This design comes from an exercise in tuning for small area on the open sky130 flow, not from production work.
Function was checked by simulation only, so behaviour that the tests miss may differ from the original.
Power is estimated from default activity; no workload was simulated.

## build 51
## sd_dac_top
module sd_dac_top (
    input               clk,
    input               rst_n,
    input               tone_en,
    input        [31:0] phase_increment,
    input signed [15:0] sample_in,
    output              sample_strobe,
    output              output_pdm_p,
    output              output_pdm_n
);
    reg [6:0] N;
    reg clr;    
    wire [6:0] N_next;
    wire c_unused0;
    rca #(7) count (.a(N), .b(7'd0), .ci(1'b1), .s(N_next), .co(c_unused0));
    always @(posedge clk or negedge rst_n) begin
        if (!rst_n) begin N <= 7'd0; clr <= 1'b1; end
        else begin N <= N_next; if (N == 7'd127) clr <= 1'b0; end
    end
    assign sample_strobe = (N == 7'd127);
    wire [15:0] sine;
    quarterwave_generator nco (.clk(clk), .arst(rst_n), .ce(N == 7'd63), .phase_increment(phase_increment), .sinewave(sine));
    wire [15:0] xin = tone_en ? sine : sample_in;
    wire [7:0] xs;
    wire [1:0] ms;
    wire x8, mf, mt, m2s, isH, isS, first;
    wire [18:0] coef;
  ...
Size in the first run: about 1600 flip-flops, about 54 I/O pins, ~59000 um^2 of cells after synthesis.
Settings: LEC_CHECK=0, CAP_MARGIN=30, CORE_MARGIN=2, CORE_UTILIZATION=40, CTS_BUF_LIST=sky130_fd_sc_hd__clkbuf_16, CTS_CLUSTER_DIAMETER=100, CTS_CLUSTER_SIZE=30, SLEW_MARGIN=30; clock period 15.0 ns.
run.sh (not shown) runs the stock make flow with config.mk's settings and CLKGATE_MAP_FILE= SYNTH_SCRIPT=/design/flow/synth_recipe.tcl, a recipe that flattens the netlist after the stock synthesis.
Build 51: no failed stages, no open violations at the end
The following lists how build 82 was set up differently from build 51:
-- flow/config.mk --
<<< build 51, line 11
export CTS_BUF_LIST = sky130_fd_sc_hd__clkbuf_16
export CTS_CLUSTER_DIAMETER = 100
export CTS_CLUSTER_SIZE = 30
>>> build 82, line 11
==> comparison <==
Every stage of the flow completed for build 82, and the final layout passed the timing, design-rule and antenna checks. Between build 82 and build 51, the fraction of synthesized cell area in xor and xnor cells does not differ in any meaningful way. On share of cells above drive strength 1: build 82 sits above build 51. [build 82 vs build 51] proportion of total power due to net switching: higher in build 82. Hold slack was lower in build 82 than in build 51. Going from build 51 to build 82, final-report max-slew violation count ~0 delta; portion of total power attributed to combinational logic -0.8 points; fmax ~0 delta; global-route met1 utilization +0.15 points. [compare] base=build 51 new=build 82: setup slack higher; total design power higher.
Input-level comparison between build 70 and build 82:
-- flow/config.mk --
<<< build 82, line 11
>>> build 70, line 11
export GPL_TIMING_DRIVEN = 0
Findings:
Build 70 | status: complete | timing, DRC, antenna: pass
Comparing build 70 and build 82, shortest period the worst path allows is lower on build 82.
Build 82 ended up with N[0]$_DFF_PN0_ as its startpoint of the most critical setup path; build 70 ended up with N[3]$_DFF_PN0_.
Sort build 70 and build 82 by area of combinational cells with multiple inputs asc -> top: build 82
Side by side, critical path arrival turned out higher in build 70 than in build 82.
Summary: with build 82 as the reference, number of fillers in the final layout in build 70 moved up slightly.

* * *

Another version of the RTL of sd_dac_top (not shown whole).
Size in the first run: about 4,400 cells after synthesis, ~1,600 flip-flops, roughly 54 I/O pins, roughly 0.054 mm² of cells after synthesis.
==> flow/design.v (excerpt) <==
module sd_dac_top (
    input               clk,
    input               rst_n,
    input               tone_en,
    input        [31:0] phase_increment,
    input signed [15:0] sample_in,
    output              sample_strobe,
    output              output_pdm_p,
    output              output_pdm_n
);
export LEC_CHECK = 0
export ABC_AREA = 1
export CAP_MARGIN = 30
export CORE_MARGIN = 2
export CORE_UTILIZATION = 40
export CTS_BUF_LIST = sky130_fd_sc_hd__clkbuf_16
export CTS_CLUSTER_DIAMETER = 100
export CTS_CLUSTER_SIZE = 30
export GPL_TIMING_DRIVEN = 0
export SLEW_MARGIN = 30
create_clock -name core_clock -period 15.0 [get_ports {clk}]
standard.sh (not shown) runs the stock make flow with config.mk's settings and CLKGATE_MAP_FILE= SYNTH_SCRIPT=/design/flow/synth_recipe.tcl, a recipe that flattens the netlist after the stock synthesis.
==> flow/flow/run.sh <==
#!/bin/bash
# The standard layout, with a different synthesis of the same RTL:
#  - the standard synthesis is run first, for the names and cell types of its registers;
#  - then the whole flow runs with flow/synth.tcl as the synthesis script (Yosys's quick ABC pass
#    skipped, registers renamed to the standard names) and with flow/abc_area.script, an
#    area-oriented ABC script, in a copy of ORFS's scripts (ABC_AREA=1 in config.mk selects it).
set -euo pipefail
W=$(pwd)
RES="$W/orfs/results/$FLOW_PLATFORM/sd_dac_top/base"

bash "$W/standard.sh" synth > "$W/standard_synth.log" 2>&1
python3 "$W/flow/regs.py" "$RES/1_2_yosys.v" > "$W/standard_regs.txt"
cp "$RES/1_2_yosys.v" "$W/standard_synth.v"
rm -rf "$W/orfs"

rm -rf "$W/scripts"
cp -r "$FLOW_HOME/scripts" "$W/scripts"
cp "$W/flow/abc_area.script" "$W/scripts/abc_area.script"
REF_REGS="$W/standard_regs.txt" bash "$W/standard.sh" SCRIPTS_DIR="$W/scripts" \
  SYNTH_SCRIPT="$W/flow/synth.tcl" finish > "$W/flow.log" 2>&1
Other scripts of this flow, unchanged in this note and not shown: flow/flow/abc_area.script, flow/flow/regs.py, flow/flow/synth.tcl
Next try:
--- a/flow/flow/run.sh
+++ b/flow/flow/run.sh
@@ -20 +20 @@
-  SYNTH_SCRIPT="$W/flow/synth.tcl" finish > "$W/flow.log" 2>&1
+  SYNTH_SCRIPT="$W/flow/synth.tcl" BUFFER_PORTS_ARGS="-buffer_cell sky130_fd_sc_hd__buf_1" finish > "$W/flow.log" 2>&1
Settings changed: CAP_MARGIN 30 to 10, CORE_UTILIZATION 40 to 45, CTS_BUF_LIST sky130_fd_sc_hd__clkbuf_16 to sky130_fd_sc_hd__clkbuf_8, CTS_CLUSTER_SIZE 30 to 15, SLEW_MARGIN 30 to 10.
Critical path depth is unchanged. Sequential cell count stays the same. Synthesized area stays the same. Via count increases by 0.99%. Design area fell by 1.5%. Non-clock buffer count shrinks by 3. Combinational power stays flat. Core utilization rose by 5.0 points.
Next try:
--- a/flow/flow/run.sh
+++ b/flow/flow/run.sh
@@ -20 +20 @@
-  SYNTH_SCRIPT="$W/flow/synth.tcl" BUFFER_PORTS_ARGS="-buffer_cell sky130_fd_sc_hd__buf_1" finish > "$W/flow.log" 2>&1
+  SYNTH_SCRIPT="$W/flow/synth.tcl" finish > "$W/flow.log" 2>&1
Settings changed: CAP_MARGIN 10 to 30, CORE_UTILIZATION 45 to 40, CTS_BUF_LIST sky130_fd_sc_hd__clkbuf_8 to sky130_fd_sc_hd__clkbuf_16, CTS_CLUSTER_SIZE 15 to 25, SLEW_MARGIN 10 to 30.
What happened: Setup slack degrades by 160 ps. Total power went up by about 3.7%. Area after synthesis stays the same. Sequential share of layout area went down by 0.97 points. Via count stays flat. Clock power grows by about 12%. Worst hold slack got worse by 4.9 ps. Non-clock buffer count grows by 3. Clock skew drops by 38 ps. Wire length increases by about 0.9%. Final area rises by about 1.8%.
Next try:
--- a/flow/flow/run.sh
+++ b/flow/flow/run.sh
@@ -20 +20 @@
-  SYNTH_SCRIPT="$W/flow/synth.tcl" finish > "$W/flow.log" 2>&1
+  SYNTH_SCRIPT="$W/flow/synth.tcl" BUFFER_PORTS_ARGS="-buffer_cell sky130_fd_sc_hd__buf_1" finish > "$W/flow.log" 2>&1
Settings changed: CAP_MARGIN 30 to 10, CTS_BUF_LIST sky130_fd_sc_hd__clkbuf_16 to sky130_fd_sc_hd__clkbuf_8, CTS_CLUSTER_SIZE 25 to 16, SLEW_MARGIN 30 to 10.
After rerunning: Worst hold slack is about the same. Utilization goes down by 0.67 points. Clock-buffer cell count goes up by 35.

==> afterwards: timing with drivers on the ports <==
Ports are ideal in the flow. The routed layouts listed here were re-timed in OpenROAD. Step 1 (the two cells are an assumption about what drives the block):
set clk [get_ports {clk}]
set_driving_cell -lib_cell sky130_fd_sc_hd__clkbuf_16 $clk
set_driving_cell -lib_cell sky130_fd_sc_hd__buf_2 [delete_from_list [all_inputs] $clk]
Step 2 adds t to the input delays and takes it off the output delays; t is the mean of the earliest and latest rising clock arrival at the registers after step 1. Input paths then give back, and output paths get back, about the clock's delay inside the block. Three values: no drivers, after step 1, after step 2; two values: the first two.
| run | shift t [ns] | setup WS [ns] | worst setup path after step 2 | pins driven straight from the clock port |
|---|---|---|---|---|
| build 51 | 0.757 | 0.418 / 0.418 / -0.228 | input to register | 1 |
| build 82 | 0.844 | 0.446 / 0.446 / -0.302 | input to register | 1 |
| build 70 | 0.837 | 0.288 / 0.288 / -0.279 | input to register | 1 |
| the first run of note 2 | 0.764 | 0.355 / 0.389 / -0.375 | input to register | 1 |
| the second run of note 2 | 0.860 | 0.518 / 0.552 / -0.308 | input to register | 1 |
| the third run of note 2 | 0.762 | 0.357 / 0.392 / -0.370 | input to register | 1 |
| the fourth run of note 2 | 0.903 | 0.487 / 0.531 / -0.372 | input to register | 1 |
Met with ideal ports but missed after step 2: setup timing in every run listed. The setup slack of the fourth run of note 2, which loses most, moves by +0.044 ns with the drivers and by -0.859 ns with both steps.
